This design comes from an exercise in tuning for small area on the open sky130 flow, not from production work.
The RTL was checked by simulation tests, not by an equivalence proof against the original design.
No activity file was given, so power comes from the tool's default toggle rates.

==> v18: inputs <==
==> flow/design.v <==
module timebase(input clk, input rst, output divclk, output divclk2, output divclk3,
                output rise1, output rise2, output rise3);
    reg [5:0] c;
    reg [1:0] m4;
    reg [2:0] m7;
    reg [2:0] m5;
    wire e = (c[4:0] == 5'b10001);
    wire fb = ~(c[5] ^ c[4]) ^ e;
    always @(posedge clk) begin
        if (rst) begin
            c <= 6'b110001;
            m4 <= 2'd0;
            m7 <= 3'd0;
            m5 <= 3'd0;
        end else begin
            c <= {c[4:0], fb};
            if (e) begin
                m4 <= m4 + 2'd1;
                m7 <= (m7 == 3'd6) ? 3'd0 : m7 + 3'd1;
                if (m4 == 2'd3) m5 <= (m5 == 3'd4) ? 3'd0 : m5 + 3'd1;
            end
        end
    end
    assign divclk3 = (m4 == 2'd1) || (m4 == 2'd2);
    assign rise3 = e && (m4 == 2'd0);
    assign divclk = (m7 == 3'd0) ? m4[0] : (m4[0] == m7[0]);
    assign rise1 = e && (m7 == 3'd0) && !m4[0];
    assign divclk2 = (m5 == 3'd0) ? (m4 != 2'd0) : (m5 == 3'd1) ? 1'b1 :
                     (m5 == 3'd2) ? (m4 != 2'd3) : 1'b0;
    assign rise2 = e && (m5 == 3'd0) && (m4 == 2'd0);
endmodule
module phase(input clk, input rst, input rise3, output reg u, output ball_on, output paddle_on1,
             output paddle_on2, output reg p, output D1, output D2);
    reg v;
    wire R = u & v;
    assign ball_on = (u == v);
    assign paddle_on1 = !u & v;
    assign paddle_on2 = u & !v;
    always @(posedge clk) begin
        if (rst) begin
            u <= 1'b1;
            v <= 1'b1;
            p <= 1'b0;
        end else if (rise3) begin
            u <= !u & v;
            v <= !u & !v;
            p <= !p;
        end
    end
    assign D1 = R | p;
    assign D2 = R | !p;
endmodule
module paddles(input clk, input rst, input rise2, input p1b1, input p1b2, input p2b1, input p2b2,
               output reg [2:0] P1, output reg [2:0] P2);
    function [2:0] pnext;
        input [2:0] q;
        input bdn, bup;
        reg z, f, up, dn;
        begin
            z = !q[2] & !q[0];
            f = q[2] & !q[1];
            up = bup & (bdn ? z : !f);
            dn = bdn & !bup & !z;
            pnext = up ? {q[1], q[0], !q[2]} : dn ? {!q[0], q[2], q[1]} : q;
        end
    endfunction
    always @(posedge clk) begin
        if (rst) begin
            P1 <= 3'd0;
            P2 <= 3'd0;
        end else if (rise2) begin
            P1 <= pnext(P1, p1b1, p1b2);
            P2 <= pnext(P2, p2b1, p2b2);
        end
    end
endmodule
module pbin(input [2:0] q, output [2:0] b);
    assign b = {q[2] & !q[0], q[1] & q[0], q[2] ^ q[1] ^ q[0]};
endmodule
module ballst(input clk, input rst, input en, input [2:0] P1, input [2:0] P2,
              output reg [2:0] X, output reg [2:0] Y, output reg [3:0] sc1, output reg [3:0] sc2);
    reg dl, dr, dy;
    wire yb = (Y == 3'd0);
    wire yt = (Y == 3'd7);
    wire edg = yb | yt;
    wire [2:0] Pj = yt ? P1 : P2;
    wire [2:0] Pm;
    pbin pb(Pj, Pm);
    wire [2:0] d = X - Pm;
    wire h0 = (d == 3'd0), h1 = (d == 3'd1), h2 = (d == 3'd2);
    wire miss = edg & !(h0 | h1 | h2);
    wire ndl = edg ? h0 : ((dl & (X != 3'd0)) | (dr & (X == 3'd7)));
    wire ndr = edg ? h2 : ((dr & (X != 3'd7)) | (dl & (X == 3'd0)));
    wire ndy = yb | (dy & !yt);
    wire [2:0] nX = miss ? 3'd4 : ndr ? X + 3'd1 : ndl ? X - 3'd1 : X;
    wire [2:0] nY = miss ? (yb ? 3'd5 : 3'd3) : ndy ? Y + 3'd1 : Y - 3'd1;
    always @(posedge clk) begin
        if (rst) begin
            X <= 3'd4; Y <= 3'd4; dl <= 1'b0; dr <= 1'b1; dy <= 1'b1;
            sc1 <= 4'd0; sc2 <= 4'd0;
        end else if (en) begin
            X <= nX; Y <= nY; dl <= ndl; dr <= ndr; dy <= ndy;
            if (miss & yb) sc1 <= sc1 + 4'd1;
            if (miss & yt) sc2 <= sc2 + 4'd1;
        end
    end
endmodule
module pmask(input [2:0] q, output [7:0] m);
    assign m = {q[2] & !q[1], q[2] & !q[0], q[2], q[1], q[0], !q[2], !q[2] & !q[1], !q[2] & !q[0]};
endmodule
module matrix(input ball_on, input paddle_on1, input [2:0] X, input [2:0] Y, input [2:0] P1,
              input [2:0] P2, output [7:0] Ox, output [7:0] Oy);
    wire [2:0] Pm = paddle_on1 ? P1 : P2;
    wire [7:0] pm;
    pmask mk(Pm, pm);
    assign Ox = ball_on ? (8'd1 << X) : pm;
    assign Oy = ball_on ? ~(8'd1 << Y) : paddle_on1 ? 8'b01111111 : 8'b11111110;
endmodule
module segs(input p, input [3:0] sc1, input [3:0] sc2, output reg [6:0] seg);
    wire [3:0] sc = p ? sc1 : sc2;
    always @(*) begin
        case (sc)
            4'd0: seg = 7'b1000000;
            4'd1: seg = 7'b1111001;
            4'd2: seg = 7'b0100100;
            4'd3: seg = 7'b0110000;
            4'd4: seg = 7'b0011001;
            4'd5: seg = 7'b0010010;
            4'd6: seg = 7'b0000010;
            4'd7: seg = 7'b1111000;
            4'd9: seg = 7'b0010000;
            default: seg = 7'b0000000;
        endcase
    end
endmodule
module ping_pong(Ox,Oy,sysclk,rst,p1b1,p1b2,p2b1,p2b2,divclk,divclk2,divclk3,DA,D1,D2,Dt1,Dt2);
    input sysclk;
    input rst;
    input p1b1;
    input p1b2;
    input p2b1;
    input p2b2;
    output [7:0] Ox;
    output [7:0] Oy;
    output [6:0] DA;
    output D1, D2;
    output Dt1, Dt2;
    output divclk, divclk2, divclk3;
    assign Dt1 = 1'b1;
    assign Dt2 = 1'b1;
    wire rise1, rise2, rise3, u, ball_on, paddle_on1, paddle_on2, p;
    wire [2:0] P1, P2, X, Y;
    wire [3:0] sc1, sc2;
    timebase tb(sysclk, rst, divclk, divclk2, divclk3, rise1, rise2, rise3);
    phase ph(sysclk, rst, rise3, u, ball_on, paddle_on1, paddle_on2, p, D1, D2);
    paddles pd(sysclk, rst, rise2, p1b1, p1b2, p2b1, p2b2, P1, P2);
    ballst bl(sysclk, rst, rise1 & u, P1, P2, X, Y, sc1, sc2);
    matrix mx(ball_on, paddle_on1, X, Y, P1, P2, Ox, Oy);
    segs sg(p, sc1, sc2, DA);
endmodule
==> flow/flow/run.sh <==
#!/bin/bash
# Own layout flow: the standard ORFS flow, with two synthesis changes and one
# placement change:
#  - ABC maps the logic with an area-oriented script (flow/abc_area.script)
#    instead of ORFS's speed script; the clock period is long, so timing is not at risk;
#  - no extraction of half/full adder cells, so ABC can optimise the adder logic
#    together with the rest;
#  - ports are buffered with buf_1 rather than the default buffer choice.
# Everything else (register inference, flattening, renaming, floorplan, PDN,
# placement, CTS, routing) is the standard flow, run through standard.sh.
set -euo pipefail
W=$(pwd)
S=$W/mysynth
mkdir -p $S
# synth.tcl as ORFS has it, with the ABC script replaced right after the preamble
awk -v abc="$W/flow/abc_area.script" '{print} /^source .*synth_preamble.tcl/ {print "set abc_args [list -script " abc " {*}$lib_args {*}$lib_dont_use_args -constr $::env(OBJECTS_DIR)/abc.constr]"}' \
    "$FLOW_HOME/scripts/synth.tcl" > $S/synth.tcl
grep -q "flow/abc_area.script" $S/synth.tcl
# synth_recipe.tcl, sourcing the patched synth.tcl
sed "s#\$::env(SCRIPTS_DIR)/synth.tcl#$S/synth.tcl#" $W/synth_recipe.tcl > $S/synth_recipe.tcl
grep -q "$S/synth.tcl" $S/synth_recipe.tcl
bash $W/standard.sh SYNTH_SCRIPT=$S/synth_recipe.tcl ADDER_MAP_FILE= \
    "BUFFER_PORTS_ARGS=-buffer_cell sky130_fd_sc_hd__buf_1" finish > $W/flow_make.log 2>&1
==> flow/flow/abc_area.script <==
strash
fraig
dc2
balance
rewrite -z
refactor -z
rewrite -z
dch -f
amap
topo
==> flow/standard.sh <==
#!/bin/bash
# synth_recipe.tcl (not shown) runs the flow's synth.tcl, then flattens the netlist and writes it again
# the make line also repeats each setting of config.mk as NAME=value (left out here)
make -C /OpenROAD-flow-scripts/flow DESIGN_CONFIG=/design/flow/config.mk WORK_HOME=/design/flow/orfs CLKGATE_MAP_FILE= SYNTH_SCRIPT=/design/flow/synth_recipe.tcl "${@:-finish}"
==> flow/config.mk <==
export PLATFORM = sky130hd
export DESIGN_NAME = ping_pong
export DESIGN_NICKNAME = ping_pong
export VERILOG_FILES = /design/flow/design.v
export SDC_FILE = /design/flow/constraint.sdc
export NUM_CORES = 4
export LEC_CHECK = 0
export CAP_MARGIN = 20
export CORE_MARGIN = 2
export CORE_UTILIZATION = 40
export SLEW_MARGIN = 20
==> flow/constraint.sdc <==
create_clock -name core_clock -period 14.0 [get_ports {sysclk}]
set_input_delay 2.8000 -clock core_clock [delete_from_list [all_inputs] [get_ports {sysclk}]]
set_output_delay 2.8000 -clock core_clock [all_outputs]
set_load 0.01 [all_outputs]
==> v9: changes against v18 <==
==> flow/design.v, changed modules only <==
module timebase(input clk, input rst, output divclk, output divclk2, output divclk3,
                output rise1, output rise2, output rise3);
    reg [5:0] c;
    reg [1:0] m4;
    reg [2:0] m7;
    reg [2:0] m5;
    wire e = (c[4:0] == 5'b10001);
    wire fb = ~(c[5] ^ c[4]) ^ e;
    always @(posedge clk) begin
        if (rst) begin
            c <= 6'b110001;
            m4 <= 2'd0;
            m7 <= 3'b111;
            m5 <= 3'b000;
        end else begin
            c <= {c[4:0], fb};
            if (e) begin
                m4 <= m4 + 2'd1;
                m7 <= {m7[1:0], m7[2] ^ m7[1]};
                if (m4 == 2'd3) m5 <= {m5[1:0], !(m5[2] | m5[1])};
            end
        end
    end
    wire m7z = m7[2] & m7[1] & m7[0];                
    wire m7h = (m7[0] & !m7[1]) | (m7[1] & m7[2]);   
    wire m5z = !m5[2] & !m5[0];                       
    wire m5o = m5[0] & !m5[1];                        
    wire m5t = m5[1] & m5[0];                         
    assign divclk3 = m4[1] ^ m4[0];
    assign rise3 = e && (m4 == 2'd0);
    assign divclk = !(m4[0] ^ m7h);
    assign rise1 = e && m7z && !m4[0];
    assign divclk2 = m5z ? (m4 != 2'd0) : m5o ? 1'b1 : m5t ? (m4 != 2'd3) : 1'b0;
    assign rise2 = e && m5z && (m4 == 2'd0);
endmodule
module phase(input clk, input rst, input rise3, output u, output ball_on, output paddle_on1,
             output paddle_on2, output reg p, output D1, output D2);
    reg s1, s0;
    wire R = !s1 & s0;
    assign u = s0;
    assign ball_on = !s1;
    assign paddle_on1 = s1 & !s0;
    assign paddle_on2 = s1 & s0;
    always @(posedge clk) begin
        if (rst) begin
            s1 <= 1'b0;
            s0 <= 1'b1;
            p <= 1'b0;
        end else if (rise3) begin
            s1 <= !s0;
            s0 <= s1 & !s0;
            p <= !p;
        end
    end
    assign D1 = R | p;
    assign D2 = R | !p;
endmodule
--- a/flow/flow/run.sh
+++ b/flow/flow/run.sh
@@ -22,2 +22,3 @@
 bash $W/standard.sh SYNTH_SCRIPT=$S/synth_recipe.tcl ADDER_MAP_FILE= \
-    "BUFFER_PORTS_ARGS=-buffer_cell sky130_fd_sc_hd__buf_1" finish > $W/flow_make.log 2>&1
+    "BUFFER_PORTS_ARGS=-buffer_cell sky130_fd_sc_hd__buf_1" \
+    "CTS_ARGS=-sink_clustering_enable -repair_clock_nets -dont_use_dummy_load -sink_clustering_size 40 -sink_clustering_max_diameter 300 -buf_list sky130_fd_sc_hd__clkbuf_4 -root_buf sky130_fd_sc_hd__clkbuf_4" finish > $W/flow_make.log 2>&1
Settings changed: CORE_UTILIZATION 40 to 55.
==> comparison table <==
| item | v9 | v18 |
|---|---|---|
| Result of the run | complete, no violations | complete, no violations |
| Initial core utilization | 57.2% | 41.9% |
| Number of stages on the worst setup path | 7 | 9 |
| Final design utilization | 63.1% | 47.8% |
| Area growth, synth to finish | 10.4% | 14.1% |
| Setup skew after layout | 0.0204 ns | 0.00702 ns |
| Clock network contribution to total cell area | 1.62% | 3.65% |
| Row count | 22 | 26 |
| Instance count of the mapped netlist | 303 | 315 |
| Highest achievable clock rate | 0.190 GHz | 0.201 GHz |
| Routed WL per cell | 12.2 um | 11.8 um |
| Internal power consumption | 0.000158 W | 0.000186 W |
| Cells on worst reg2reg path | 22 | 19 |
| Period minus WS final | 5.25 ns | 4.98 ns |
| Combinational power share | 25.5% | 27.3% |
| Critical path buffers and inverters | 4 | 5 |
| Via count | 2,196 | 2,213 |
| Sequential Power | 0.000127 W | 0.000128 W |
| Root buf cell | clkbuf_4 | clkbuf_8 |
| Final design area excluding fillers | 0.00231 mm^2 | 0.00247 mm^2 |
| Fraction of final layout cells sized beyond drive strength 1 | 1.76% | 2.24% |
| DRC marker count from the first detailed-route iteration | 118 | 211 |
| Total cell area at the placement stage | 0.00227 mm^2 | 0.00238 mm^2 |

## separate check: timing with driven ports
The results above use ideal ports. As a check the final layouts listed here were re-extracted and re-timed, cells and wires unchanged.
Step 1 sets driving cells, clkbuf_16 on the clock port and buf_2 on the other inputs (assumed; they add their load-dependent delay and slew).
Step 2 also shifts input and output timing later by t, the mid clock arrival at the registers, as if the neighbouring blocks saw the same clock.
Slacks: ideal ports / drivers / drivers and shift; pairs: ideal ports / drivers.
| run | t, ns | setup WS [ns] | clock arrival spread, ns |
|---|---|---|---|
| v18 | 0.308 | 9.018 / 8.992 / 9.300 | 0.007 / 0.007 |
| v9 | 0.361 | 8.745 / 8.723 / 9.084 | 0.021 / 0.020 |
After both steps setup and hold are still met in every run listed.
